This design comes from an exercise in tuning for small area, a short achievable clock period and few clock cycles on the open sky130 flow, not from production work. Function was not checked in any run shown here: the RTL went through the layout flow alone.

--- flow/flow/run.sh ---
#!/bin/bash
# Layout flow: the standard layout (standard.sh), with one synthesis
# setting changed: ADDER_MAP_FILE is left empty, so Yosys does not extract
# full/half adders into sky130 fa/ha cells and ABC maps the arithmetic into
# ordinary gates (faster carry paths). Everything else, including the
# registers the synthesis makes, is the standard flow's.
set -euo pipefail
cd "$(dirname "$0")/.."
sed 's/CLKGATE_MAP_FILE= /CLKGATE_MAP_FILE= ADDER_MAP_FILE= /' standard.sh > standard_noadder.sh
grep -q 'ADDER_MAP_FILE= ' standard_noadder.sh
bash standard_noadder.sh > flow_orfs.log 2>&1 || { tail -50 flow_orfs.log; exit 1; }
test -f out/final.def
--- flow/standard.sh ---
#!/bin/bash
# synth_recipe.tcl (not shown) runs the flow's synth.tcl, then flattens the netlist and writes it again
# the make line also repeats each setting of config.mk as NAME=value (left out here)
make -C /OpenROAD-flow-scripts/flow DESIGN_CONFIG=/design/flow/config.mk WORK_HOME=/design/flow/orfs CLKGATE_MAP_FILE= SYNTH_SCRIPT=/design/flow/synth_recipe.tcl "${@:-finish}"
--- flow/config.mk ---
export PLATFORM = sky130hd
export DESIGN_NAME = posit_top
export DESIGN_NICKNAME = posit_top
export VERILOG_FILES = /design/flow/design.v
export SDC_FILE = /design/flow/constraint.sdc
export NUM_CORES = 4
export LEC_CHECK = 0
export ABC_AREA = 1
export CAP_MARGIN = 20
export CORE_MARGIN = 2
export CORE_UTILIZATION = 40
export SLEW_MARGIN = 20
--- flow/constraint.sdc ---
create_clock -name core_clock -period 10.5 [get_ports {clk}]
set_input_delay 2.1000 -clock core_clock [delete_from_list [all_inputs] [get_ports {clk}]]
set_output_delay 2.1000 -clock core_clock [all_outputs]
set_load 0.01 [all_outputs]
--- flow/design.v ---
module CLZ #(
  parameter W = 14
)(
  input [W - 1 : 0] in,
  output [4:0] lz
);
wire [15:0] x = {in, {(16 - W){1'b0}}};
wire [7:0] v1;
wire [7:0] c1;
wire [3:0] v2;
wire [1:0] c2 [0:3];
wire [1:0] v3;
wire [2:0] c3 [0:1];
genvar g;
generate
  for (g = 0; g < 8; g = g + 1) begin : l1
    assign v1[g] = x[2 * g + 1] | x[2 * g];
    assign c1[g] = ~x[2 * g + 1];
  end
  for (g = 0; g < 4; g = g + 1) begin : l2
    assign v2[g] = v1[2 * g + 1] | v1[2 * g];
    assign c2[g] = v1[2 * g + 1] ? {1'b0, c1[2 * g + 1]} : {1'b1, c1[2 * g]};
  end
  for (g = 0; g < 2; g = g + 1) begin : l3
    assign v3[g] = v2[2 * g + 1] | v2[2 * g];
    assign c3[g] = v2[2 * g + 1] ? {1'b0, c2[2 * g + 1]} : {1'b1, c2[2 * g]};
  end
endgenerate
wire any = v3[1] | v3[0];
wire [3:0] c4 = v3[1] ? {1'b0, c3[1]} : {1'b1, c3[0]};
assign lz = any ? {1'b0, c4} : W;
endmodule
module CTZ12 (
  input [11:0] in,
  output [3:0] tz
);
wire [4:0] c;
CLZ #(12) z (.in({in[0], in[1], in[2], in[3], in[4], in[5], in[6], in[7], in[8], in[9], in[10], in[11]}), .lz(c));
assign tz = c[3:0];
endmodule
module pfx_or #(
  parameter W = 16
)(
  input [W - 1 : 0] in,
  output [W - 1 : 0] out
);
localparam L = $clog2(W);
wire [W - 1 : 0] O [0 : L];
assign O[0] = in;
genvar l, i;
generate
  for (l = 0; l < L; l = l + 1) begin : lev
    for (i = 0; i < W; i = i + 1) begin : bt
      if ((i >> l) & 1) begin
        localparam integer j = ((i >> l) << l) - 1;
        assign O[l + 1][i] = O[l][i] | O[l][j];
      end else begin
        assign O[l + 1][i] = O[l][i];
      end
    end
  end
endgenerate
assign out = O[L];
endmodule
module padd #(
  parameter W = 16
)(
  input [W - 1 : 0] a, b,
  input cin,
  output [W - 1 : 0] s,
  output cout
);
localparam L = $clog2(W + 1);
wire [W : 0] G [0 : L];
wire [W : 0] P [0 : L];
assign G[0] = {a & b, cin};
assign P[0] = {a ^ b, 1'b0};
genvar l, i;
generate
  for (l = 0; l < L; l = l + 1) begin : lev
    for (i = 0; i <= W; i = i + 1) begin : bt
      if ((i >> l) & 1) begin
        localparam integer j = ((i >> l) << l) - 1;
        assign G[l + 1][i] = G[l][i] | (P[l][i] & G[l][j]);
        assign P[l + 1][i] = P[l][i] & P[l][j];
      end else begin
        assign G[l + 1][i] = G[l][i];
        assign P[l + 1][i] = P[l][i];
      end
    end
  end
endgenerate
assign s = P[0][W : 1] ^ G[L][W - 1 : 0];
assign cout = G[L][W];
endmodule
module pgt #(
  parameter W = 15
)(
  input [W - 1 : 0] a, b,
  output gt
);
localparam L = $clog2(W);
wire [W - 1 : 0] G [0 : L];
wire [W - 1 : 0] E [0 : L];
assign G[0] = a & ~b;
assign E[0] = ~(a ^ b);
genvar l, i;
generate
  for (l = 0; l < L; l = l + 1) begin : lev
    for (i = 0; i < W; i = i + 1) begin : bt
      if ((i >> l) & 1) begin
        localparam integer j = ((i >> l) << l) - 1;
        assign G[l + 1][i] = G[l][i] | (E[l][i] & G[l][j]);
        assign E[l + 1][i] = E[l][i] & E[l][j];
      end else begin
        assign G[l + 1][i] = G[l][i];
        assign E[l + 1][i] = E[l][i];
      end
    end
  end
endgenerate
assign gt = G[L][W - 1];
endmodule
module dstep (
  input [14:0] r, d,
  output [14:0] r_out,
  output qb
);
wire [14:0] g0 = ~r & d;
wire [14:0] p0 = ~(r ^ d);
wire [14:0] G [0:4];
wire [14:0] P [0:4];
assign G[0] = g0;
assign P[0] = p0;
genvar l, i;
generate
  for (l = 0; l < 4; l = l + 1) begin : lev
    for (i = 0; i < 15; i = i + 1) begin : bt
      if ((i >> l) & 1) begin
        localparam integer j = ((i >> l) << l) - 1;
        assign G[l+1][i] = G[l][i] | (P[l][i] & G[l][j]);
        assign P[l+1][i] = P[l][i] & P[l][j];
      end else begin
        assign G[l+1][i] = G[l][i];
        assign P[l+1][i] = P[l][i];
      end
    end
  end
endgenerate
wire [14:0] bin = {G[4][13:0], 1'b0};
wire lt = G[4][14];         
assign qb = ~lt;
wire [14:0] t = (d ^ bin) & {15{~lt}};
wire [14:0] rn = r ^ t;
assign r_out = {rn[13:0], 1'b0};
endmodule
module divider #(
  parameter STEPS = 1
)(
  input [14:0] r_in,
  input [13:0] q_in,
  input [14:0] d,
  output [14:0] r_out,
  output [13:0] q_out
);
wire [14:0] r [0 : STEPS];
wire [13:0] q [0 : STEPS];
assign r[0] = r_in;
assign q[0] = q_in;
genvar i;
generate
  for (i = 0; i < STEPS; i = i + 1) begin : step
    wire qb;
    dstep st (.r(r[i]), .d(d), .r_out(r[i + 1]), .qb(qb));
    assign q[i + 1] = {q[i][12:0], qb};
  end
endgenerate
assign r_out = r[STEPS];
assign q_out = q[STEPS];
endmodule
module posit_extraction (
  input [15:0] x,
  output [14:0] t,
  output [5:0] sf,
  output [11:0] f,
  output [3:0] tz,
  output zero,
  output nar
);
wire s = x[15];
wire [14:0] any_le;
pfx_or #(15) po (.in(x[14:0]), .out(any_le));
wire [14:0] lower_any = {any_le[13:0], 1'b0};
assign t = x[14:0] ^ ({15{s}} & lower_any);
assign zero = ~|x;
assign nar = s & ~lower_any[14] & ~x[14];
wire r0 = t[14];
wire [4:0] lz;
CLZ #(14) clz (.in(t[13:0] ^ {14{r0}}), .lz(lz));
wire [12:0] tmp = t[12:0] << lz[3:0];
assign f = tmp[11:0];
assign sf = {r0 ? {1'b0, lz[3:0]} : ~{1'b0, lz[3:0]}, tmp[12]};
CTZ12 ctz (.in(f), .tz(tz));
endmodule
module posit_scalar (
  input [5:0] a_sf, b_sf,
  output [5:0] mul_sf, div_sf
);
wire signed [6:0] ms = $signed(a_sf) + $signed(b_sf);
wire signed [6:0] ds = $signed(a_sf) - $signed(b_sf);
assign mul_sf = (ms > 7'sd28) ? 6'd28 : (ms < -7'sd28) ? -6'sd28 : ms[5:0];
assign div_sf = (ds > 7'sd28) ? 6'd28 : (ds < -7'sd28) ? -6'sd28 : ds[5:0];
endmodule
module posit_arithmetic_operator (
  input [1:0] opcode,
  input [15:0] a, b,
  input [13:0] div_q,          
  output [14:0] div_n, div_d,  
  output [15:0] ans,
  output zero_flag
);
wire [14:0] ta, tb;
wire [5:0] sfa, sfb;
wire [11:0] fa, fb;
wire [3:0] tza, tzb;
wire za, zb, na, nb;
posit_extraction ea (.x(a), .t(ta), .sf(sfa), .f(fa), .tz(tza), .zero(za), .nar(na));
posit_extraction eb (.x(b), .t(tb), .sf(sfb), .f(fb), .tz(tzb), .zero(zb), .nar(nb));
wire sa = a[15];
wire sb = b[15];
wire a_gt_b;
pgt #(15) cmp (.a(ta), .b(tb), .gt(a_gt_b));
wire eff_sub = sa ^ sb ^ opcode[0];
wire sum_zero = (ta == tb) & eff_sub;
wire [5:0] sfg = a_gt_b ? sfa : sfb;
wire [11:0] fg = a_gt_b ? fa : fb;
wire [11:0] fs = a_gt_b ? fb : fa;
wire [5:0] d_ab, d_ba;
padd #(6) sub_ab (.a(sfa), .b(~sfb), .cin(1'b1), .s(d_ab), .cout());
padd #(6) sub_ba (.a(sfb), .b(~sfa), .cin(1'b1), .s(d_ba), .cout());
wire [5:0] shift = a_gt_b ? d_ab : d_ba;
wire [14:0] G = {2'b01, fg, 1'b0};
wire [14:0] S_full = {2'b01, fs, 1'b0};
wire [5:0] sfg_p1, sfg_m1;
padd #(6) inc_g (.a(sfg), .b(6'd1), .cin(1'b0), .s(sfg_p1), .cout());
padd #(6) dec_g (.a(sfg), .b(6'h3f), .cin(1'b0), .s(sfg_m1), .cout());
wire [14:0] S = (shift[5:4] != 2'b00) ? 15'd0 : (S_full >> shift[3:0]);
wire [11:0] po_a, po_b;
pfx_or #(12) poa (.in(fa), .out(po_a));
pfx_or #(12) pob (.in(fb), .out(po_b));
wire [11:0] po_s = a_gt_b ? po_b : po_a;
wire [15:0] sticky_tab = {2'b11, po_s, 2'b00};
wire sticky = shift[5] ? 1'b0 : shift[4] ? (shift[3:0] != 4'hf) : sticky_tab[shift[3:0]];
wire [14:0] V;
padd #(15) addsub (.a(G), .b(S ^ {15{eff_sub}}), .cin(eff_sub & ~sticky), .s(V), .cout());
wire [11:0] f_far = V[14] ? V[13:2] : V[13] ? V[12:1] : V[11:0];
wire [5:0] sf_far = V[14] ? sfg_p1 : V[13] ? sfg : sfg_m1;
wire [14:0] Sn = shift[0] ? {1'b0, S_full[14:1]} : S_full;
wire [14:0] Vn;
padd #(15) subn (.a(G), .b(~Sn), .cin(1'b1), .s(Vn), .cout());
wire [4:0] lzn;
CLZ #(15) clzn (.in(Vn), .lz(lzn));
wire [14:0] Vnn = Vn << lzn[3:0];
wire [11:0] f_near = Vnn[13:2];
wire [5:0] sf_near;
padd #(6) sfn (.a(sfg_p1), .b(~{2'b0, lzn[3:0]}), .cin(1'b1), .s(sf_near), .cout());
wire near = eff_sub & (shift[5:1] == 5'd0);
wire [11:0] f_as = near ? f_near : f_far;
wire [5:0] sf_as = near ? sf_near : sf_far;
wire [25:0] P;
mul13 mul (.a(fa), .b(fb), .p(P));
wire [5:0] mul_sf, div_sf;
posit_scalar scal (.a_sf(sfa), .b_sf(sfb), .mul_sf(mul_sf), .div_sf(div_sf));
wire [11:0] f_m = P[25] ? P[24:13] : P[23:12];
wire [5:0] sf_m = mul_sf + {5'b0, P[25]};
wire fb_gt_fa;
pgt #(12) cmpf (.a(fb), .b(fa), .gt(fb_gt_fa));
wire lt = a_gt_b & fb_gt_fa;
assign div_n = {1'b1, fa, 2'b0};
assign div_d = lt ? {2'b01, fb, 1'b0} : {1'b1, fb, 2'b0};
wire [4:0] lzq;
CLZ #(14) clzq (.in(div_q), .lz(lzq));
wire [13:0] qn = div_q << lzq[3:0];
wire [11:0] f_d = qn[12:1];
wire [5:0] sf_d = div_sf - {5'b0, lt};
reg [11:0] f_r;
reg [5:0] sf_r;
reg s_r;
always @* begin
  case (opcode)
    2'b10: begin f_r = f_m; sf_r = sf_m; s_r = sa ^ sb; end
    2'b11: begin f_r = f_d; sf_r = sf_d; s_r = sa ^ sb; end
    default: begin
      if (za | zb) begin f_r = fg; sf_r = sfg; end
      else begin f_r = f_as; sf_r = sf_as; end
      s_r = a_gt_b ? sa : (sb ^ opcode[0]);
    end
  endcase
end
wire [15:0] enc_ans;
wire enc_tz;
posit_encoder enc (.sign(s_r), .sf(sf_r), .f(f_r), .ans(enc_ans), .tz(enc_tz));
wire muldiv_zero = opcode[1] & (za | zb);
wire add_zero = ~opcode[1] & sum_zero;
assign ans = (na | nb) ? 16'h8000 : (muldiv_zero | add_zero) ? 16'h0000 : enc_ans;
assign zero_flag = add_zero | (~muldiv_zero & enc_tz);
endmodule
module mul13 (input [11:0] a, input [11:0] b, output [25:0] p);
wire s1;
wire c2;
assign s1 = (a[0]&b[9]) ^ (a[1]&b[8]);
assign c2 = (a[0]&b[9]) & (a[1]&b[8]);
wire s3;
wire c4;
assign s3 = (a[0]&b[10]) ^ (a[1]&b[9]) ^ (a[2]&b[8]);
assign c4 = ((a[0]&b[10]) & (a[1]&b[9])) | ((a[0]&b[10]) & (a[2]&b[8])) | ((a[1]&b[9]) & (a[2]&b[8]));
wire s5;
wire c6;
assign s5 = (a[3]&b[7]) ^ (a[4]&b[6]);
assign c6 = (a[3]&b[7]) & (a[4]&b[6]);
wire s7;
wire c8;
assign s7 = (a[0]&b[11]) ^ (a[1]&b[10]) ^ (a[2]&b[9]);
assign c8 = ((a[0]&b[11]) & (a[1]&b[10])) | ((a[0]&b[11]) & (a[2]&b[9])) | ((a[1]&b[10]) & (a[2]&b[9]));
wire s9;
wire c10;
assign s9 = (a[3]&b[8]) ^ (a[4]&b[7]) ^ (a[5]&b[6]);
assign c10 = ((a[3]&b[8]) & (a[4]&b[7])) | ((a[3]&b[8]) & (a[5]&b[6])) | ((a[4]&b[7]) & (a[5]&b[6]));
wire s11;
wire c12;
assign s11 = (a[6]&b[5]) ^ (a[7]&b[4]);
assign c12 = (a[6]&b[5]) & (a[7]&b[4]);
wire s13;
wire c14;
assign s13 = (a[1]&b[11]) ^ (a[2]&b[10]) ^ (a[3]&b[9]);
assign c14 = ((a[1]&b[11]) & (a[2]&b[10])) | ((a[1]&b[11]) & (a[3]&b[9])) | ((a[2]&b[10]) & (a[3]&b[9]));
wire s15;
wire c16;
assign s15 = (a[4]&b[8]) ^ (a[5]&b[7]) ^ (a[6]&b[6]);
assign c16 = ((a[4]&b[8]) & (a[5]&b[7])) | ((a[4]&b[8]) & (a[6]&b[6])) | ((a[5]&b[7]) & (a[6]&b[6]));
wire s17;
wire c18;
assign s17 = (a[7]&b[5]) ^ (a[8]&b[4]) ^ (a[9]&b[3]);
assign c18 = ((a[7]&b[5]) & (a[8]&b[4])) | ((a[7]&b[5]) & (a[9]&b[3])) | ((a[8]&b[4]) & (a[9]&b[3]));
wire s19;
wire c20;
assign s19 = (a[10]&b[2]) ^ (a[11]&b[1]);
assign c20 = (a[10]&b[2]) & (a[11]&b[1]);
wire s21;
wire c22;
assign s21 = (a[2]&b[11]) ^ (a[3]&b[10]) ^ (a[4]&b[9]);
assign c22 = ((a[2]&b[11]) & (a[3]&b[10])) | ((a[2]&b[11]) & (a[4]&b[9])) | ((a[3]&b[10]) & (a[4]&b[9]));
wire s23;
wire c24;
assign s23 = (a[5]&b[8]) ^ (a[6]&b[7]) ^ (a[7]&b[6]);
assign c24 = ((a[5]&b[8]) & (a[6]&b[7])) | ((a[5]&b[8]) & (a[7]&b[6])) | ((a[6]&b[7]) & (a[7]&b[6]));
wire s25;
wire c26;
assign s25 = (a[8]&b[5]) ^ (a[9]&b[4]) ^ (a[10]&b[3]);
assign c26 = ((a[8]&b[5]) & (a[9]&b[4])) | ((a[8]&b[5]) & (a[10]&b[3])) | ((a[9]&b[4]) & (a[10]&b[3]));
wire s27;
wire c28;
assign s27 = (a[11]&b[2]) ^ a[1];
assign c28 = (a[11]&b[2]) & a[1];
wire s29;
wire c30;
assign s29 = (a[3]&b[11]) ^ (a[4]&b[10]) ^ (a[5]&b[9]);
assign c30 = ((a[3]&b[11]) & (a[4]&b[10])) | ((a[3]&b[11]) & (a[5]&b[9])) | ((a[4]&b[10]) & (a[5]&b[9]));
wire s31;
wire c32;
assign s31 = (a[6]&b[8]) ^ (a[7]&b[7]) ^ (a[8]&b[6]);
assign c32 = ((a[6]&b[8]) & (a[7]&b[7])) | ((a[6]&b[8]) & (a[8]&b[6])) | ((a[7]&b[7]) & (a[8]&b[6]));
wire s33;
wire c34;
assign s33 = (a[9]&b[5]) ^ (a[10]&b[4]) ^ (a[11]&b[3]);
assign c34 = ((a[9]&b[5]) & (a[10]&b[4])) | ((a[9]&b[5]) & (a[11]&b[3])) | ((a[10]&b[4]) & (a[11]&b[3]));
wire s35;
wire c36;
assign s35 = (a[4]&b[11]) ^ (a[5]&b[10]) ^ (a[6]&b[9]);
assign c36 = ((a[4]&b[11]) & (a[5]&b[10])) | ((a[4]&b[11]) & (a[6]&b[9])) | ((a[5]&b[10]) & (a[6]&b[9]));
wire s37;
wire c38;
assign s37 = (a[7]&b[8]) ^ (a[8]&b[7]) ^ (a[9]&b[6]);
assign c38 = ((a[7]&b[8]) & (a[8]&b[7])) | ((a[7]&b[8]) & (a[9]&b[6])) | ((a[8]&b[7]) & (a[9]&b[6]));
wire s39;
wire c40;
assign s39 = (a[5]&b[11]) ^ (a[6]&b[10]) ^ (a[7]&b[9]);
assign c40 = ((a[5]&b[11]) & (a[6]&b[10])) | ((a[5]&b[11]) & (a[7]&b[9])) | ((a[6]&b[10]) & (a[7]&b[9]));
wire s41;
wire c42;
assign s41 = (a[0]&b[6]) ^ (a[1]&b[5]);
assign c42 = (a[0]&b[6]) & (a[1]&b[5]);
wire s43;
wire c44;
assign s43 = (a[0]&b[7]) ^ (a[1]&b[6]) ^ (a[2]&b[5]);
assign c44 = ((a[0]&b[7]) & (a[1]&b[6])) | ((a[0]&b[7]) & (a[2]&b[5])) | ((a[1]&b[6]) & (a[2]&b[5]));
wire s45;
wire c46;
assign s45 = (a[3]&b[4]) ^ (a[4]&b[3]);
assign c46 = (a[3]&b[4]) & (a[4]&b[3]);
wire s47;
wire c48;
assign s47 = (a[0]&b[8]) ^ (a[1]&b[7]) ^ (a[2]&b[6]);
assign c48 = ((a[0]&b[8]) & (a[1]&b[7])) | ((a[0]&b[8]) & (a[2]&b[6])) | ((a[1]&b[7]) & (a[2]&b[6]));
wire s49;
wire c50;
assign s49 = (a[3]&b[5]) ^ (a[4]&b[4]) ^ (a[5]&b[3]);
assign c50 = ((a[3]&b[5]) & (a[4]&b[4])) | ((a[3]&b[5]) & (a[5]&b[3])) | ((a[4]&b[4]) & (a[5]&b[3]));
wire s51;
wire c52;
assign s51 = (a[6]&b[2]) ^ (a[7]&b[1]);
assign c52 = (a[6]&b[2]) & (a[7]&b[1]);
wire s53;
wire c54;
assign s53 = (a[2]&b[7]) ^ (a[3]&b[6]) ^ (a[4]&b[5]);
assign c54 = ((a[2]&b[7]) & (a[3]&b[6])) | ((a[2]&b[7]) & (a[4]&b[5])) | ((a[3]&b[6]) & (a[4]&b[5]));
wire s55;
wire c56;
assign s55 = (a[5]&b[4]) ^ (a[6]&b[3]) ^ (a[7]&b[2]);
assign c56 = ((a[5]&b[4]) & (a[6]&b[3])) | ((a[5]&b[4]) & (a[7]&b[2])) | ((a[6]&b[3]) & (a[7]&b[2]));
wire s57;
wire c58;
assign s57 = (a[8]&b[1]) ^ (a[9]&b[0]) ^ s1;
assign c58 = ((a[8]&b[1]) & (a[9]&b[0])) | ((a[8]&b[1]) & s1) | ((a[9]&b[0]) & s1);
wire s59;
wire c60;
assign s59 = (a[5]&b[5]) ^ (a[6]&b[4]) ^ (a[7]&b[3]);
assign c60 = ((a[5]&b[5]) & (a[6]&b[4])) | ((a[5]&b[5]) & (a[7]&b[3])) | ((a[6]&b[4]) & (a[7]&b[3]));
wire s61;
wire c62;
assign s61 = (a[8]&b[2]) ^ (a[9]&b[1]) ^ (a[10]&b[0]);
assign c62 = ((a[8]&b[2]) & (a[9]&b[1])) | ((a[8]&b[2]) & (a[10]&b[0])) | ((a[9]&b[1]) & (a[10]&b[0]));
wire s63;
wire c64;
assign s63 = s3 ^ s5 ^ c2;
assign c64 = (s3 & s5) | (s3 & c2) | (s5 & c2);
wire s65;
wire c66;
assign s65 = (a[8]&b[3]) ^ (a[9]&b[2]) ^ (a[10]&b[1]);
assign c66 = ((a[8]&b[3]) & (a[9]&b[2])) | ((a[8]&b[3]) & (a[10]&b[1])) | ((a[9]&b[2]) & (a[10]&b[1]));
wire s67;
wire c68;
assign s67 = (a[11]&b[0]) ^ s7 ^ s9;
assign c68 = ((a[11]&b[0]) & s7) | ((a[11]&b[0]) & s9) | (s7 & s9);
wire s69;
wire c70;
assign s69 = s11 ^ c4 ^ c6;
assign c70 = (s11 & c4) | (s11 & c6) | (c4 & c6);
wire s71;
wire c72;
assign s71 = a[0] ^ b[0] ^ s13;
assign c72 = (a[0] & b[0]) | (a[0] & s13) | (b[0] & s13);
wire s73;
wire c74;
assign s73 = s15 ^ s17 ^ s19;
assign c74 = (s15 & s17) | (s15 & s19) | (s17 & s19);
wire s75;
wire c76;
assign s75 = c8 ^ c10 ^ c12;
assign c76 = (c8 & c10) | (c8 & c12) | (c10 & c12);
wire s77;
wire c78;
assign s77 = b[1] ^ s21 ^ s23;
assign c78 = (b[1] & s21) | (b[1] & s23) | (s21 & s23);
wire s79;
wire c80;
assign s79 = s25 ^ s27 ^ c14;
assign c80 = (s25 & s27) | (s25 & c14) | (s27 & c14);
wire s81;
wire c82;
assign s81 = c16 ^ c18 ^ c20;
assign c82 = (c16 & c18) | (c16 & c20) | (c18 & c20);
wire s83;
wire c84;
assign s83 = a[2] ^ b[2] ^ s29;
assign c84 = (a[2] & b[2]) | (a[2] & s29) | (b[2] & s29);
wire s85;
wire c86;
assign s85 = s31 ^ s33 ^ c22;
assign c86 = (s31 & s33) | (s31 & c22) | (s33 & c22);
wire s87;
wire c88;
assign s87 = c24 ^ c26 ^ c28;
assign c88 = (c24 & c26) | (c24 & c28) | (c26 & c28);
wire s89;
wire c90;
assign s89 = (a[10]&b[5]) ^ (a[11]&b[4]) ^ a[3];
assign c90 = ((a[10]&b[5]) & (a[11]&b[4])) | ((a[10]&b[5]) & a[3]) | ((a[11]&b[4]) & a[3]);
wire s91;
wire c92;
assign s91 = b[3] ^ s35 ^ s37;
assign c92 = (b[3] & s35) | (b[3] & s37) | (s35 & s37);
wire s93;
wire c94;
assign s93 = c30 ^ c32 ^ c34;
assign c94 = (c30 & c32) | (c30 & c34) | (c32 & c34);
wire s95;
wire c96;
assign s95 = (a[8]&b[8]) ^ (a[9]&b[7]) ^ (a[10]&b[6]);
assign c96 = ((a[8]&b[8]) & (a[9]&b[7])) | ((a[8]&b[8]) & (a[10]&b[6])) | ((a[9]&b[7]) & (a[10]&b[6]));
wire s97;
wire c98;
assign s97 = (a[11]&b[5]) ^ a[4] ^ b[4];
assign c98 = ((a[11]&b[5]) & a[4]) | ((a[11]&b[5]) & b[4]) | (a[4] & b[4]);
wire s99;
wire c100;
assign s99 = s39 ^ c36 ^ c38;
assign c100 = (s39 & c36) | (s39 & c38) | (c36 & c38);
wire s101;
wire c102;
assign s101 = (a[6]&b[11]) ^ (a[7]&b[10]) ^ (a[8]&b[9]);
assign c102 = ((a[6]&b[11]) & (a[7]&b[10])) | ((a[6]&b[11]) & (a[8]&b[9])) | ((a[7]&b[10]) & (a[8]&b[9]));
wire s103;
wire c104;
assign s103 = (a[9]&b[8]) ^ (a[10]&b[7]) ^ (a[11]&b[6]);
assign c104 = ((a[9]&b[8]) & (a[10]&b[7])) | ((a[9]&b[8]) & (a[11]&b[6])) | ((a[10]&b[7]) & (a[11]&b[6]));
wire s105;
wire c106;
assign s105 = a[5] ^ b[5] ^ c40;
assign c106 = (a[5] & b[5]) | (a[5] & c40) | (b[5] & c40);
wire s107;
wire c108;
assign s107 = (a[7]&b[11]) ^ (a[8]&b[10]) ^ (a[9]&b[9]);
assign c108 = ((a[7]&b[11]) & (a[8]&b[10])) | ((a[7]&b[11]) & (a[9]&b[9])) | ((a[8]&b[10]) & (a[9]&b[9]));
wire s109;
wire c110;
assign s109 = (a[10]&b[8]) ^ (a[11]&b[7]) ^ a[6];
assign c110 = ((a[10]&b[8]) & (a[11]&b[7])) | ((a[10]&b[8]) & a[6]) | ((a[11]&b[7]) & a[6]);
wire s111;
wire c112;
assign s111 = (a[8]&b[11]) ^ (a[9]&b[10]) ^ (a[10]&b[9]);
assign c112 = ((a[8]&b[11]) & (a[9]&b[10])) | ((a[8]&b[11]) & (a[10]&b[9])) | ((a[9]&b[10]) & (a[10]&b[9]));
wire s113;
wire c114;
assign s113 = (a[0]&b[4]) ^ (a[1]&b[3]);
assign c114 = (a[0]&b[4]) & (a[1]&b[3]);
wire s115;
wire c116;
assign s115 = (a[0]&b[5]) ^ (a[1]&b[4]) ^ (a[2]&b[3]);
assign c116 = ((a[0]&b[5]) & (a[1]&b[4])) | ((a[0]&b[5]) & (a[2]&b[3])) | ((a[1]&b[4]) & (a[2]&b[3]));
wire s117;
wire c118;
assign s117 = (a[3]&b[2]) ^ (a[4]&b[1]);
assign c118 = (a[3]&b[2]) & (a[4]&b[1]);
wire s119;
wire c120;
assign s119 = (a[2]&b[4]) ^ (a[3]&b[3]) ^ (a[4]&b[2]);
assign c120 = ((a[2]&b[4]) & (a[3]&b[3])) | ((a[2]&b[4]) & (a[4]&b[2])) | ((a[3]&b[3]) & (a[4]&b[2]));
wire s121;
wire c122;
assign s121 = (a[5]&b[1]) ^ (a[6]&b[0]) ^ s41;
assign c122 = ((a[5]&b[1]) & (a[6]&b[0])) | ((a[5]&b[1]) & s41) | ((a[6]&b[0]) & s41);
wire s123;
wire c124;
assign s123 = (a[5]&b[2]) ^ (a[6]&b[1]) ^ (a[7]&b[0]);
assign c124 = ((a[5]&b[2]) & (a[6]&b[1])) | ((a[5]&b[2]) & (a[7]&b[0])) | ((a[6]&b[1]) & (a[7]&b[0]));
wire s125;
wire c126;
assign s125 = s43 ^ s45 ^ c42;
assign c126 = (s43 & s45) | (s43 & c42) | (s45 & c42);
wire s127;
wire c128;
assign s127 = (a[8]&b[0]) ^ s47 ^ s49;
assign c128 = ((a[8]&b[0]) & s47) | ((a[8]&b[0]) & s49) | (s47 & s49);
wire s129;
wire c130;
assign s129 = s51 ^ c44 ^ c46;
assign c130 = (s51 & c44) | (s51 & c46) | (c44 & c46);
wire s131;
wire c132;
assign s131 = s53 ^ s55 ^ s57;
assign c132 = (s53 & s55) | (s53 & s57) | (s55 & s57);
wire s133;
wire c134;
assign s133 = c48 ^ c50 ^ c52;
assign c134 = (c48 & c50) | (c48 & c52) | (c50 & c52);
wire s135;
wire c136;
assign s135 = s59 ^ s61 ^ s63;
assign c136 = (s59 & s61) | (s59 & s63) | (s61 & s63);
wire s137;
wire c138;
assign s137 = c54 ^ c56 ^ c58;
assign c138 = (c54 & c56) | (c54 & c58) | (c56 & c58);
wire s139;
wire c140;
assign s139 = s65 ^ s67 ^ s69;
assign c140 = (s65 & s67) | (s65 & s69) | (s67 & s69);
wire s141;
wire c142;
assign s141 = c60 ^ c62 ^ c64;
assign c142 = (c60 & c62) | (c60 & c64) | (c62 & c64);
wire s143;
wire c144;
assign s143 = s71 ^ s73 ^ s75;
assign c144 = (s71 & s73) | (s71 & s75) | (s73 & s75);
wire s145;
wire c146;
assign s145 = c66 ^ c68 ^ c70;
assign c146 = (c66 & c68) | (c66 & c70) | (c68 & c70);
wire s147;
wire c148;
assign s147 = s77 ^ s79 ^ s81;
assign c148 = (s77 & s79) | (s77 & s81) | (s79 & s81);
wire s149;
wire c150;
assign s149 = c72 ^ c74 ^ c76;
assign c150 = (c72 & c74) | (c72 & c76) | (c74 & c76);
wire s151;
wire c152;
assign s151 = s83 ^ s85 ^ s87;
assign c152 = (s83 & s85) | (s83 & s87) | (s85 & s87);
wire s153;
wire c154;
assign s153 = c78 ^ c80 ^ c82;
assign c154 = (c78 & c80) | (c78 & c82) | (c80 & c82);
wire s155;
wire c156;
assign s155 = s89 ^ s91 ^ s93;
assign c156 = (s89 & s91) | (s89 & s93) | (s91 & s93);
wire s157;
wire c158;
assign s157 = c84 ^ c86 ^ c88;
assign c158 = (c84 & c86) | (c84 & c88) | (c86 & c88);
wire s159;
wire c160;
assign s159 = s95 ^ s97 ^ s99;
assign c160 = (s95 & s97) | (s95 & s99) | (s97 & s99);
wire s161;
wire c162;
assign s161 = c90 ^ c92 ^ c94;
assign c162 = (c90 & c92) | (c90 & c94) | (c92 & c94);
wire s163;
wire c164;
assign s163 = s101 ^ s103 ^ s105;
assign c164 = (s101 & s103) | (s101 & s105) | (s103 & s105);
wire s165;
wire c166;
assign s165 = c96 ^ c98 ^ c100;
assign c166 = (c96 & c98) | (c96 & c100) | (c98 & c100);
wire s167;
wire c168;
assign s167 = b[6] ^ s107 ^ s109;
assign c168 = (b[6] & s107) | (b[6] & s109) | (s107 & s109);
wire s169;
wire c170;
assign s169 = c102 ^ c104 ^ c106;
assign c170 = (c102 & c104) | (c102 & c106) | (c104 & c106);
wire s171;
wire c172;
assign s171 = (a[11]&b[8]) ^ a[7] ^ b[7];
assign c172 = ((a[11]&b[8]) & a[7]) | ((a[11]&b[8]) & b[7]) | (a[7] & b[7]);
wire s173;
wire c174;
assign s173 = s111 ^ c108 ^ c110;
assign c174 = (s111 & c108) | (s111 & c110) | (c108 & c110);
wire s175;
wire c176;
assign s175 = (a[9]&b[11]) ^ (a[10]&b[10]) ^ (a[11]&b[9]);
assign c176 = ((a[9]&b[11]) & (a[10]&b[10])) | ((a[9]&b[11]) & (a[11]&b[9])) | ((a[10]&b[10]) & (a[11]&b[9]));
wire s177;
wire c178;
assign s177 = a[8] ^ b[8] ^ c112;
assign c178 = (a[8] & b[8]) | (a[8] & c112) | (b[8] & c112);
wire s179;
wire c180;
assign s179 = (a[10]&b[11]) ^ (a[11]&b[10]) ^ a[9];
assign c180 = ((a[10]&b[11]) & (a[11]&b[10])) | ((a[10]&b[11]) & a[9]) | ((a[11]&b[10]) & a[9]);
wire s181;
wire c182;
assign s181 = (a[0]&b[3]) ^ (a[1]&b[2]);
assign c182 = (a[0]&b[3]) & (a[1]&b[2]);
wire s183;
wire c184;
assign s183 = (a[2]&b[2]) ^ (a[3]&b[1]) ^ (a[4]&b[0]);
assign c184 = ((a[2]&b[2]) & (a[3]&b[1])) | ((a[2]&b[2]) & (a[4]&b[0])) | ((a[3]&b[1]) & (a[4]&b[0]));
wire s185;
wire c186;
assign s185 = (a[5]&b[0]) ^ s115 ^ s117;
assign c186 = ((a[5]&b[0]) & s115) | ((a[5]&b[0]) & s117) | (s115 & s117);
wire s187;
wire c188;
assign s187 = s119 ^ s121 ^ c116;
assign c188 = (s119 & s121) | (s119 & c116) | (s121 & c116);
wire s189;
wire c190;
assign s189 = s123 ^ s125 ^ c120;
assign c190 = (s123 & s125) | (s123 & c120) | (s125 & c120);
wire s191;
wire c192;
assign s191 = s127 ^ s129 ^ c124;
assign c192 = (s127 & s129) | (s127 & c124) | (s129 & c124);
wire s193;
wire c194;
assign s193 = s131 ^ s133 ^ c128;
assign c194 = (s131 & s133) | (s131 & c128) | (s133 & c128);
wire s195;
wire c196;
assign s195 = s135 ^ s137 ^ c132;
assign c196 = (s135 & s137) | (s135 & c132) | (s137 & c132);
wire s197;
wire c198;
assign s197 = s139 ^ s141 ^ c136;
assign c198 = (s139 & s141) | (s139 & c136) | (s141 & c136);
wire s199;
wire c200;
assign s199 = s143 ^ s145 ^ c140;
assign c200 = (s143 & s145) | (s143 & c140) | (s145 & c140);
wire s201;
wire c202;
assign s201 = s147 ^ s149 ^ c144;
assign c202 = (s147 & s149) | (s147 & c144) | (s149 & c144);
wire s203;
wire c204;
assign s203 = s151 ^ s153 ^ c148;
assign c204 = (s151 & s153) | (s151 & c148) | (s153 & c148);
wire s205;
wire c206;
assign s205 = s155 ^ s157 ^ c152;
assign c206 = (s155 & s157) | (s155 & c152) | (s157 & c152);
wire s207;
wire c208;
assign s207 = s159 ^ s161 ^ c156;
assign c208 = (s159 & s161) | (s159 & c156) | (s161 & c156);
wire s209;
wire c210;
assign s209 = s163 ^ s165 ^ c160;
assign c210 = (s163 & s165) | (s163 & c160) | (s165 & c160);
wire s211;
wire c212;
assign s211 = s167 ^ s169 ^ c164;
assign c212 = (s167 & s169) | (s167 & c164) | (s169 & c164);
wire s213;
wire c214;
assign s213 = s171 ^ s173 ^ c168;
assign c214 = (s171 & s173) | (s171 & c168) | (s173 & c168);
wire s215;
wire c216;
assign s215 = s175 ^ s177 ^ c172;
assign c216 = (s175 & s177) | (s175 & c172) | (s177 & c172);
wire s217;
wire c218;
assign s217 = b[9] ^ s179 ^ c176;
assign c218 = (b[9] & s179) | (b[9] & c176) | (s179 & c176);
wire s219;
wire c220;
assign s219 = (a[11]&b[11]) ^ a[10] ^ b[10];
assign c220 = ((a[11]&b[11]) & a[10]) | ((a[11]&b[11]) & b[10]) | (a[10] & b[10]);
wire s221;
wire c222;
assign s221 = (a[0]&b[2]) ^ (a[1]&b[1]);
assign c222 = (a[0]&b[2]) & (a[1]&b[1]);
wire s223;
wire c224;
assign s223 = (a[2]&b[1]) ^ (a[3]&b[0]) ^ s181;
assign c224 = ((a[2]&b[1]) & (a[3]&b[0])) | ((a[2]&b[1]) & s181) | ((a[3]&b[0]) & s181);
wire s225;
wire c226;
assign s225 = s113 ^ s183 ^ c182;
assign c226 = (s113 & s183) | (s113 & c182) | (s183 & c182);
wire s227;
wire c228;
assign s227 = c114 ^ s185 ^ c184;
assign c228 = (c114 & s185) | (c114 & c184) | (s185 & c184);
wire s229;
wire c230;
assign s229 = c118 ^ s187 ^ c186;
assign c230 = (c118 & s187) | (c118 & c186) | (s187 & c186);
wire s231;
wire c232;
assign s231 = c122 ^ s189 ^ c188;
assign c232 = (c122 & s189) | (c122 & c188) | (s189 & c188);
wire s233;
wire c234;
assign s233 = c126 ^ s191 ^ c190;
assign c234 = (c126 & s191) | (c126 & c190) | (s191 & c190);
wire s235;
wire c236;
assign s235 = c130 ^ s193 ^ c192;
assign c236 = (c130 & s193) | (c130 & c192) | (s193 & c192);
wire s237;
wire c238;
assign s237 = c134 ^ s195 ^ c194;
assign c238 = (c134 & s195) | (c134 & c194) | (s195 & c194);
wire s239;
wire c240;
assign s239 = c138 ^ s197 ^ c196;
assign c240 = (c138 & s197) | (c138 & c196) | (s197 & c196);
wire s241;
wire c242;
assign s241 = c142 ^ s199 ^ c198;
assign c242 = (c142 & s199) | (c142 & c198) | (s199 & c198);
wire s243;
wire c244;
assign s243 = c146 ^ s201 ^ c200;
assign c244 = (c146 & s201) | (c146 & c200) | (s201 & c200);
wire s245;
wire c246;
assign s245 = c150 ^ s203 ^ c202;
assign c246 = (c150 & s203) | (c150 & c202) | (s203 & c202);
wire s247;
wire c248;
assign s247 = c154 ^ s205 ^ c204;
assign c248 = (c154 & s205) | (c154 & c204) | (s205 & c204);
wire s249;
wire c250;
assign s249 = c158 ^ s207 ^ c206;
assign c250 = (c158 & s207) | (c158 & c206) | (s207 & c206);
wire s251;
wire c252;
assign s251 = c162 ^ s209 ^ c208;
assign c252 = (c162 & s209) | (c162 & c208) | (s209 & c208);
wire s253;
wire c254;
assign s253 = c166 ^ s211 ^ c210;
assign c254 = (c166 & s211) | (c166 & c210) | (s211 & c210);
wire s255;
wire c256;
assign s255 = c170 ^ s213 ^ c212;
assign c256 = (c170 & s213) | (c170 & c212) | (s213 & c212);
wire s257;
wire c258;
assign s257 = c174 ^ s215 ^ c214;
assign c258 = (c174 & s215) | (c174 & c214) | (s215 & c214);
wire s259;
wire c260;
assign s259 = c178 ^ s217 ^ c216;
assign c260 = (c178 & s217) | (c178 & c216) | (s217 & c216);
wire s261;
wire c262;
assign s261 = c180 ^ s219 ^ c218;
assign c262 = (c180 & s219) | (c180 & c218) | (s219 & c218);
wire s263;
wire c264;
assign s263 = a[11] ^ b[11] ^ c220;
assign c264 = (a[11] & b[11]) | (a[11] & c220) | (b[11] & c220);
wire [25:0] r0 = {1'b0, 1'b1, s263, s261, s259, s257, s255, s253, s251, s249, s247, s245, s243, s241, s239, s237, s235, s233, s231, s229, s227, s225, s223, (a[2]&b[0]), (a[0]&b[1]), (a[0]&b[0])};
wire [25:0] r1 = {1'b0, c264, c262, c260, c258, c256, c254, c252, c250, c248, c246, c244, c242, c240, c238, c236, c234, c232, c230, c228, c226, c224, c222, s221, (a[1]&b[0]), 1'b0};
padd #(26) cpa (.a(r0), .b(r1), .cin(1'b0), .s(p), .cout());
endmodule
module posit_encoder (
  input sign,
  input [5:0] sf,
  input [11:0] f,
  output [15:0] ans,
  output tz
);
wire neg = sf[5];
wire [3:0] sh = sf[4:1] ^ {4{neg}};
wire [14:0] w = {~neg, neg, sf[0], f};
wire [29:0] wx = {{15{~neg}}, w} >> sh;
wire [15:0] t = {1'b0, wx[14:0]};
assign tz = ~|t;
wire [15:0] any_le;
pfx_or #(16) po (.in(t), .out(any_le));
wire [15:0] lower_any = {any_le[14:0], 1'b0};
assign ans = t ^ ({16{sign}} & lower_any);
endmodule
module posit_top#(
  parameter posit_width = 16,  
  parameter es = 1  
)(
  input clk,
  input reset,
  input start,
  input [1:0] opcode,  
  input [posit_width - 1 : 0] a, b,
  output reg done,
  output reg zero,
  output reg [posit_width - 1 : 0] result
);
wire [14:0] div_n, div_d;
wire [15:0] ans;
wire zero_flag;
reg busy1, busy2, busy3;
reg [14:0] r_reg, d_reg;
reg [13:0] q_reg;
wire [14:0] r4, r5;
wire [13:0] q4, q5;
divider #(.STEPS(4)) div_b4 (.r_in(r_reg), .q_in(q_reg), .d(d_reg), .r_out(r4), .q_out(q4));
divider #(.STEPS(1)) div_b1 (.r_in(r4), .q_in(q4), .d(d_reg), .r_out(r5), .q_out(q5));
posit_arithmetic_operator core (
  .opcode(opcode), .a(a), .b(b), .div_q(q4),
  .div_n(div_n), .div_d(div_d), .ans(ans), .zero_flag(zero_flag)
);
wire start_div = start & opcode[1] & opcode[0];
always @(posedge clk or posedge reset) begin
  if (reset) begin
    done <= 1'b0;
    busy1 <= 1'b0;
    busy2 <= 1'b0;
    busy3 <= 1'b0;
  end else begin
    done <= (start & ~start_div) | busy3;
    busy1 <= start_div;
    busy2 <= busy1;
    busy3 <= busy2;
  end
end
always @(posedge clk) begin
  result <= ans;
  zero <= zero_flag;
  r_reg <= (busy1 | busy2) ? r5 : div_n;
  q_reg <= (busy1 | busy2) ? q5 : 14'd0;
  d_reg <= div_d;
end
endmodule
==> results of run 1 <==
-- how the worst max path moves through the flow --
stage	startpoint	end	slack (ps)	cells past startpoint
final	a[5]	result[12]	550	59
after global routing	a[5]	result[12]	-20	63
after CTS	b[4]	result[12]	120	60
after detailed placement	b[4]	result[12]	-240	60
after global placement	b[4]	result[13]	-300	61
after floorplan	a[0]	result[14]	2270	52
-- Yosys cell counts (all sizes together) --
| cell type | count | share of area |
|---|---|---|
| and2 | 4 | 0.0010 |
| nand3b | 24 | 0.0075 |
| o21bai | 5 | 0.0015 |
| xor2 | 88 | 0.033 |
| xnor2 | 22 | 0.0082 |
| a31oi | 9 | 0.0026 |
| clkinv | 8 | 0.0012 |
| nor4 | 6 | 0.0015 |
| a32o | 1 | 0.00041 |
| and3 | 2 | 0.00051 |
| nor3 | 27 | 0.0055 |
| nor2 | 384 | 0.070 |
| o311ai | 1 | 0.00036 |
| nand3 | 983 | 0.21 |
| o41ai | 1 | 0.00036 |
| dfxtp | 54 | 0.044 |
| xnor3 | 1 | 0.00092 |
| a22o | 1 | 0.00036 |
| a211oi | 2 | 0.00062 |
| maj3 | 2 | 0.00082 |
| buf | 123 | 0.034 |
| o22ai | 15 | 0.0038 |
| o21a | 3 | 0.00092 |
| o21ai | 210 | 0.044 |
| o31ai | 1 | 0.00031 |
| a31o | 2 | 0.00072 |
| a21boi | 15 | 0.0046 |
| dfrtp | 4 | 0.0041 |
| or2 | 17 | 0.0044 |
| a21o | 3 | 0.00092 |
| nand2b | 2 | 0.00051 |
| clkbuf | 29 | 0.0049 |
| o2111ai | 2 | 0.00072 |
| a22oi | 1 | 0.00031 |
| a21oi | 138 | 0.030 |
| o211ai | 20 | 0.0062 |
| nand2 | 2295 | 0.37 |
| o221ai | 1 | 0.00036 |
| inv | 569 | 0.088 |
| nand4 | 71 | 0.018 |
| nor2b | 1 | 0.00026 |
-- stage by stage --
step	setup TNS (ps)	instance area [µm²]
6_report	0	27500
3_5_place_dp	-2220	26300
5_1_grt	-32.7	27500
4_1_cts	0	26700
2_1_floorplan	0	24400
3_3_place_gp	-3210	26300
-- cell families (layout without fill, tap and decap cells) --
family | after synthesis | count (layout)
AND/OR/NAND/NOR | 3816 | 3816
buffers and inverters | 729 | 847
AO/OA/AOI/OAI | 431 | 431
XOR/XNOR | 111 | 111
flip-flops | 58 | 58
adder cells (fa/ha/maj) | 2 | 2
other | 0 | 1
-- final cells by class --
cell class | instances | share of cell area
antenna | 1 | 0.0000911
clock buffer | 9 | 0.00820
clock inverter | 7 | 0.00456
inverter | 577 | 0.0799
multi-input combinational | 4360 | 0.751
sequential | 58 | 0.0430
tap | 782 | 0.0356
timing repair buffer | 253 | 0.0776
timing repair inverter | 1 | 0.000273
-- routing by layer --
metal	vias to the layer above	global-route usage	share of wire	routed length [µm]
met1	14700	0.406	0.44	43100
met4	2	0.119	0.042	4050
met5	-	0	0.00013	13
li1	16800	-	-	-
met3	184	0.0381	0.081	7930
met2	1267	0.483	0.43	42200
-- timing repair --
action                                  in CTS  in global routing
hold buffers                                 0                  0
resized for setup                            0                146
endpoints found under the hold margin        0                  0
setup buffers                                0                 22
endpoints found under the setup margin       0                 16
-- layout by cell type (no fill, tap or decap), drive strengths merged, types with 2 or more instances in the layout --
cell	Yosys	final
dfrtp	4	4
nor4	6	6
nand3b	24	24
o21ai	210	210
o22ai	15	15
a21oi	138	138
clkbuf	29	9
a21boi	15	15
nor2	384	384
nand2	2295	2295
inv	569	568
bufinv	0	3
nand2b	2	2
maj3	2	2
or2	17	17
xor2	88	88
a31oi	9	9
o21a	3	3
o21bai	5	5
a211oi	2	2
o2111ai	2	2
a31o	2	2
clkinv	8	12
clkinvlp	0	2
buf	123	199
dfxtp	54	54
clkdlybuf4s50	0	54
o211ai	20	20
nand4	71	71
and2	4	4
nand3	983	983
and3	2	2
a21o	3	3
nor3	27	27
xnor2	22	22
-- worst reg2reg max path, delay by kind of cell, from the launching register on --
kind | cells | cell delay (ps)
buffers and inverters | 5 | 1110
flip-flops | 1 | 640
AO/OA/AOI/OAI | 6 | 1280
AND/OR/NAND/NOR | 45 | 6480
==> flow_summary.json, run 1 <==
{
  "cp_num_buf_inv": 10,
  "core_area_um2": 60400,
  "cts_tree": "built",
  "rrSetupSlack_ps": 880,
  "hold_violations": 0,
  "r2r_start": "d_reg[4]",
  "rsz0062_at_grt": "true",
  "slew-limit-headroom": 0.396,
  "synth_seq_area_share": 0.0485,
  "grt_pass1_wl_mm": 153,
  "regArea_um2": 1180,
  "grt_pass1_vias": 28700,
  "setup_ws_ps": 550,
  "cp_max_fo": 13,
  "layoutNonFillerInstCount": 6048,
  "grt_max_degree": 31,
  "die-width_um": 251,
  "min_period_over_period": 0.948,
  "numCtsBuffers": 9,
  "synthCells": 5147,
  "dieArea_um2": 62900,
  "status": "no timing/DRC/antenna violations",
  "critPathArrivalTime_ps": 10210,
  "synth_cell_type_count": 68,
  "firstDrtPassIters": 7,
  "cts-root-buf": "clkbuf_16",
  "hp-start": "busy1",
  "synthAdderAreaFrac": 0.000821,
  "crit_family": "simple AND/OR/NAND/NOR gates",
  "hp-class": "reg -> reg",
  "finalWirelength_mm": 97.3,
  "finalSetupViolCount": 0,
  "post-dp-hpwl_mm": 80.3,
  "critPathKind": "in -> reg",
  "synthSimpleGateAreaFrac": 0.682,
  "start_util": 0.404,
  "area_growth_pct": 12.7,
  "skew_ps": 15.9,
  "clkLatencyLatePin_ps": 380,
  "hold_depth": 0,
  "max_freq_mhz": 101,
  "detailedRoute.firstIterationViolations": 3613,
  "min_period_ps": 9950,
  "synth-seq-cells": 58,
  "vias": 32900,
  "place.gp.congestion": 1.06,
  "viasPerCell": 5.45,
  "place_ws_ps": -239,
  "synth_xor_area_frac": 0.0420,
  "gr-total-overflow": 0,
  "drive_above_1_share": 0.107,
  "cp.required_ps": 10760,
  "antenna_left": 0,
  "syn-cell-area_um2": 24400,
  "numPlacedInstances": 6008,
  "cpMaxStageDelayCell": "clkdlybuf4s50_1",
  "track_usage": 0.300,
  "multiInputGateArea_um2": 20600,
  "die_h_um": 251,
  "fill_cells": 6814,
  "postSynthAreaPerCell_um2": 4.74,
  "r2r_end": "result[12]",
  "drc": 0,
  "fin_util": 0.455,
  "port_buffers": 54,
  "io_pins": 55,
  "num-nets-final": 5297,
  "hold_path_end": "busy2",
  "antenna_found_initial": 2,
  "critPathMaxStageDelay_ps": 470,
  "clkTransAtPathRegs_ps": 60,
  "start_kind": "primary input",
  "synth_compound_area_frac": 0.0995,
  "wire_per_inst_um": 16.1,
  "clock_sinks": 58,
  "hold_ws_ps": 402,
  "yosys_warnings": 16,
  "synth_nets": 5184,
  "drv_slew": 0,
  "maxCapViolations": 0,
  "worst_slew_pin_slew_ps": 897,
  "critPathCaptureType": "flip-flop",
  "cts_max_level": 3,
  "muxShareOfSynthArea": 0,
  "reg2regPathDepth": 56,
  "ctsLongestPathBuffers": 2,
  "row_count": 90,
  "synth_top_family_by_area": "simple AND/OR/NAND/NOR gates",
  "largest_register_ffs": 16
}
==> run 2, diff against run 1 <==
--- a/flow/config.mk
+++ b/flow/config.mk
@@ -10,3 +10,4 @@
 export CORE_MARGIN = 2
 export CORE_UTILIZATION = 40
+export SETUP_SLACK_MARGIN = 2
 export SLEW_MARGIN = 20
==> run 2 against run 1 <==
- still clean
- clock skew decreased by 2.0 ps
- area after synthesis unchanged
- worst setup slack improved by 820 ps
- design area increased by 28%
- hold slack got worse by 1.2 ps
- maximum frequency increased by 9.0%
- global-route usage increased by 2.4 points
- critical endpoint is now zero
- highest routed layer is now met4
==> flow_summary.json, run 2 <==
{
  "status": "no timing/DRC/antenna violations",
  "gr-total-overflow": 0,
  "detailedRoute.firstIterationViolations": 3874,
  "rsz0062_at_grt": "true",
  "hold_violations": 0,
  "cp.required_ps": 10800,
  "yosys_warnings": 16,
  "cpMaxStageDelayCell": "dlygate4sd2_1",
  "final_cell_mix": "1819 x nand2_1, 720 x nand3_1, 473 x inv_1",
  "ys.flop_type": "dfxtp_1",
  "clkLatencyLatePin_ps": 380,
  "post-dp-hpwl_mm": 80.3,
  "start_util": 0.404,
  "cts-root-buf": "clkbuf_16",
  "grt_pass1_wl_mm": 165,
  "fill_cells": 5852,
  "cts_hold_buffers": 0,
  "row_count": 90,
  "cp_num_buf_inv": 11,
  "core_area_um2": 60400,
  "synth_edf_count": 0,
  "viasPerCell": 5.69,
  "syn-cell-area_um2": 24400,
  "slew-limit-headroom": 0.383,
  "grt_pass1_vias": 31500,
  "critPathArrivalTime_ps": 9430,
  "ctsLongestPathBuffers": 2,
  "tns_ps": 0,
  "clock_sinks": 58,
  "antenna_left": 0,
  "setup_ws_ps": 1370,
  "r2r_start": "d_reg[1]",
  "hp-start": "busy1",
  "critPathMaxStageDelay_ps": 290,
  "yosysMostFrequentCell": "nand2_1",
  "numPlacedInstances": 6008,
  "drc": 0,
  "synth_area_leader_cell": "nand2_1",
  "crit_family": "simple AND/OR/NAND/NOR gates",
  "synth_nets": 5184,
  "maxCapViolations": 0,
  "synthTopCellsByArea": "nand2_1 34%, nand3_1 20%, inv_1 7.7%, nor2_1 5.1%, dfxtp_1 4.4%",
  "multiInputGateArea_um2": 25300,
  "critPathKind": "in -> reg",
  "drv_slew": 0,
  "worst_slew_pin_slew_ps": 916,
  "wire_per_inst_um": 17.5,
  "io_pins": 55,
  "synth_cell_type_count": 68,
  "synth_seq_area_share": 0.0485,
  "cpMostUsedCell": "nand2_2",
  "dieArea_um2": 62900,
  "max_freq_mhz": 110,
  "finalSetupViolCount": 0,
  "hp-class": "reg -> reg",
  "grt_max_degree": 30,
  "clkTransAtPathRegs_ps": 60,
  "regArea_um2": 1200,
  "setup.worst_path.start": "a[9]",
  "postSynthAreaPerCell_um2": 4.74,
  "num-nets-final": 5593,
  "cts_max_level": 3,
  "firstDrtPassIters": 7,
  "min_period_ps": 9130,
  "largest_register_ffs": 16,
  "synth-seq-cells": 58,
  "min_period_over_period": 0.870,
  "ys_top_cells_by_count": "2205 x nand2_1, 963 x nand3_1, 503 x inv_1, 331 x nor2_1, 136 x o21ai_0",
  "drive_above_1_share": 0.304,
  "start_kind": "primary input",
  "yosysTopAreaCellShare": 0.340,
  "numCtsBuffers": 9,
  "synthArstFlopShare": 0.0690,
  "layoutNonFillerInstCount": 6343,
  "cp_max_fo": 8,
  "port_buffers": 54,
  "final_common_cell": "nand2_1",
  "vias": 36100,
  "die_h_um": 251,
  "critPathCaptureType": "flip-flop",
  "synthCells": 5147,
  "placed_area_um2": 26300,
  "die-width_um": 251,
  "place_ws_ps": -239,
  "skew_ps": 14.0,
  "track_usage": 0.324,
  "antenna_found_initial": 0,
  "final_area_um2": 35200,
  "antennaDiodeCount": 0,
  "cts_tree": "built",
  "place.gp.congestion": 1.06,
  "finalWirelength_mm": 111,
  "area_growth_pct": 44.2
}
[run 2: cell types whose count changed in the layout (fill, tap and decap cells not counted), moves of 56 or more]
cell	previous run	this run
nand2_1	2188	1819
nand2_2	80	361
nand3_1	945	720
nand3_2	30	203
buf_4	187	359
nor2_1	302	224
nand2_4	23	92
nor2_4	22	83
buf_6	6	62
[run 2: final timing paths]
path                       endpoint  slack [ps]  depth (start not counted)
setup / recovery               zero        1370                         63
hold / removal                busy2         400                          0
max in group asynchronous     busy2        8430                          2
setup reg to reg               zero        2510                         60
min in group asynchronous      done        1900                          2
hold reg to reg               busy2         400                          0
[run 2: metal layers]
layer  track usage  share of wire  up-vias
li1              -              -    17400
met1         0.416           0.40    16300
met2         0.521           0.44     1894
met3        0.0547           0.10      457
met4         0.164          0.062        0
met5             0              0        -
[run 2: final cells by class]
type | instances | share of cell area
clock buffer | 9 | 0.00641
clock inverter | 7 | 0.00356
inverter | 577 | 0.0653
multi-input combinational | 4374 | 0.718
sequential | 58 | 0.0340
tap | 782 | 0.0278
timing repair buffer | 534 | 0.144
timing repair inverter | 2 | 0.000320
[run 2: logic make-up (layout without fill, tap and decap cells)]
logic type / after synthesis / after routing / share of synthesized area
adder cells (fa/ha/maj): 2 / 2 / 0.000821
AO/OA/AOI/OAI: 431 / 431 / 0.0995
XOR/XNOR: 111 / 111 / 0.0420
flip-flops: 58 / 58 / 0.0485
buffers and inverters: 729 / 1129 / 0.128
AND/OR/NAND/NOR: 3816 / 3830 / 0.682
[run 2: repair_timing]
item	in CTS	in global routing
pin swaps	203	239
gates cloned	22	6
buffers inserted	187	104
setup endpoints to repair	30	30
resized for setup	843	639
[run 2: per-stage QoR]
step                      hold WS, ps  utilization
after floorplan                   354            -
after CTS                         398        0.527
after global routing              408        0.583
after global placement            361        0.436
after detailed placement          387        0.436
final                             401        0.583
[run 2: worst reg2reg max path, delay by kind of cell, from the launching register on]
| kind | cells | cell delay, ps |
|---|---|---|
| flip-flops | 1 | 410 |
| AO/OA/AOI/OAI | 6 | 1140 |
| buffers and inverters | 7 | 1010 |
| AND/OR/NAND/NOR | 47 | 5360 |
==> run 3, diff against run 2 <==
--- a/flow/config.mk
+++ b/flow/config.mk
@@ -10,4 +10,4 @@
 export CORE_MARGIN = 2
 export CORE_UTILIZATION = 40
-export SETUP_SLACK_MARGIN = 2
+export SETUP_SLACK_MARGIN = 3
 export SLEW_MARGIN = 20
==> run 3 against run 2 <==
- register-to-register slack improved by 160 ps
- synthesized cell count unchanged
- still clean
- sequential share of layout area decreased by 0.092 points
- clock skew decreased by 6.0 ps
- critical path depth unchanged
- die area unchanged
- via count increased by 1.6%
- hold slack got worse by 29 ps
- maximum frequency increased by 0.47%
- global-route usage increased by 0.71 points
==> flow_summary.json, run 3 <==
{
  "rsz0062_at_grt": "true",
  "critPathArrivalTime_ps": 9310,
  "syn-cell-area_um2": 24400,
  "yosysMostFrequentCell": "nand2_1",
  "place_ws_ps": -72.6,
  "die_h_um": 251,
  "max_freq_mhz": 110,
  "grt_pass1_wl_mm": 169,
  "dieArea_um2": 62900,
  "critPathMaxStageDelay_ps": 220,
  "worst_slew_pin_slew_ps": 946,
  "cts_tree": "built",
  "finalSetupViolCount": 0,
  "ctsLongestPathBuffers": 2,
  "clkLatencyLatePin_ps": 330,
  "synth-seq-cells": 58,
  "post-dp-hpwl_mm": 82.6,
  "synth_nets": 5184,
  "cts-root-buf": "clkbuf_16",
  "port_buffers": 54,
  "drc": 0,
  "track_usage": 0.331,
  "largest_register_ffs": 16,
  "antenna_found_initial": 0,
  "skew_ps": 7.93,
  "antenna_left": 0,
  "gr-total-overflow": 0,
  "vias": 36700,
  "die-width_um": 251,
  "viasPerCell": 5.68,
  "ys_top_cells_by_count": "2205 x nand2_1, 963 x nand3_1, 503 x inv_1, 331 x nor2_1, 136 x o21ai_0",
  "yosys_warnings": 16,
  "finalWirelength_mm": 117,
  "wire_per_inst_um": 18.1,
  "clock_sinks": 58,
  "synthTopCellsByArea": "nand2_1 34%, nand3_1 20%, inv_1 7.7%, nor2_1 5.1%, dfxtp_1 4.4%",
  "synth_cell_type_count": 68,
  "min_period_over_period": 0.866,
  "clkTransAtPathRegs_ps": 50,
  "drv_slew": 0,
  "tns_ps": 0,
  "grt_max_degree": 29,
  "cts_max_level": 3,
  "final_common_cell": "nand2_1",
  "setup_ws_ps": 1410,
  "maxCapViolations": 0,
  "final_cell_mix": "1696 x nand2_1, 651 x nand3_1, 461 x inv_1",
  "yosysTopAreaCellShare": 0.340,
  "firstDrtPassIters": 8,
  "core_area_um2": 60400,
  "place.gp.congestion": 1.03,
  "cp.required_ps": 10720,
  "antennaDiodeCount": 0,
  "cp_max_fo": 8,
  "synthArstFlopShare": 0.0690,
  "fin_util": 0.621,
  "critPathKind": "in -> reg",
  "drive_above_1_share": 0.364,
  "status": "no timing/DRC/antenna violations",
  "hold_ws_ps": 372,
  "detailedRoute.firstIterationViolations": 3637,
  "synth_seq_area_share": 0.0485,
  "synthCells": 5147,
  "critPathCaptureType": "flip-flop",
  "hold_violations": 0,
  "io_pins": 55,
  "grt_pass1_vias": 31600,
  "slew-limit-headroom": 0.369,
  "cpMaxStageDelayCell": "nand3b_1",
  "synth_area_leader_cell": "nand2_1",
  "hp-class": "reg -> reg",
  "cts_hold_buffers": 0,
  "area_growth_pct": 53.8,
  "numCtsBuffers": 9,
  "ys.flop_type": "dfxtp_1",
  "num-nets-final": 5700,
  "synth_edf_count": 0,
  "min_period_ps": 9090,
  "start_util": 0.404,
  "row_count": 90,
  "postSynthAreaPerCell_um2": 4.74,
  "start_kind": "primary input"
}
-- run 3: changes by cell type in the layout (fill, tap and decap cells not counted), sizes merged --
cell,before,now
clkbuf,20,23
dlymetal6s2s,2,0
o21ai,210,211
nand2,2307,2302
dlygate4sd2,15,2
bufinv,3,2
nor2,385,387
clkdlybuf4s15,5,3
nand3,984,983
buf,476,598
a21oi,138,140
-- run 3: path summary, 6_finish.rpt --
| check | cells past startpoint | startpoint | slack (ps) | to |
|---|---|---|---|---|
| min in group asynchronous | 2 | reset | 1950 | done |
| worst max register to register | 56 | d_reg[10] | 2670 | result[14] |
| worst max-delay path | 63 | a[5] | 1410 | result[14] |
| worst min register to register | 0 | busy1 | 370 | busy2 |
| max in group asynchronous | 2 | reset | 8400 | busy1 |
| worst min-delay path | 0 | busy1 | 370 | busy2 |
-- run 3: layout make-up --
cell class / instances / area (µm²)
multi-input combinational: 4373 / 26600
fill: 5601 / 22900
timing repair buffer: 641 / 6030
inverter: 577 / 2310
sequential: 58 / 1240
tap: 782 / 978
clock buffer: 10 / 239
clock inverter: 5 / 78.8
timing repair inverter: 3 / 20.0
-- run 3: per-stage QoR --
stage               instance area (µm²)  std cells
floorplan                         24600       5147
global placement                  26600       6024
detailed placement                26600       6024
CTS                               32000       6258
global route                      37500       6449
finish                            37500       6449
-- run 3: routing by layer --
layer	GRT usage	part of all wire	vias up
met5	0	0	-
met2	0.532	0.45	1767
met1	0.445	0.41	16800
li1	-	-	17600
met4	0.130	0.053	0
met3	0.0477	0.091	456
-- run 3: timing repair --
item,in CTS,in global routing
setup endpoints to repair,30,30
pin swaps,257,324
buffers inserted,196,176
cloned,23,15
gates resized for setup,949,993
-- run 3: critical path, delay by kind of cell --
family,cells,cell delay (ps)
AND/OR/NAND/NOR,49,5330
buffers and inverters,12,1580
AO/OA/AOI/OAI,2,270
-- run 3: cell families (layout without fill, tap and decap cells) --
| group | after synthesis | in the layout | share of synthesized area |
|---|---|---|---|
| and+or+nand+nor | 3816 | 3826 | 0.682 |
| DFF | 58 | 58 | 0.0485 |
| buffers and inverters | 729 | 1236 | 0.128 |
| adders and majority gates | 2 | 2 | 0.000821 |
| AOI/OAI and AO/OA | 431 | 434 | 0.0995 |
| xor gates and xnor gates | 111 | 111 | 0.0420 |

==> re-timing with driven ports <==
Ports are ideal in the flow. The routed layouts listed here were re-timed in OpenROAD.
Step 1 (the two cells are an assumption about what drives the block):
set clk [get_ports {clk}]
set_driving_cell -lib_cell sky130_fd_sc_hd__clkbuf_16 $clk
set_driving_cell -lib_cell sky130_fd_sc_hd__buf_2 [delete_from_list [all_inputs] $clk]
Step 2 moves the port delays by t, midway between the first and last clock arrival at a register: inputs arrive t later, outputs are due t later. That takes back most of the time a late clock gives input paths.
Slacks: no drivers / after step 1 / after step 2; pairs: no drivers / after step 1.
run | t, ns | setup slack, ns | worst setup path at the end
run 1 | 0.424 | 0.550 / 0.579 / 0.155 | input to register
run 2 | 0.424 | 1.368 / 1.398 / 0.974 | input to register
run 3 | 0.380 | 1.411 / 1.441 / 1.061 | input to register
After both steps every run listed still meets setup and hold. For run 1, which loses most, drivers alone change the setup slack by +0.029 ns; drivers and shift together by -0.395 ns.
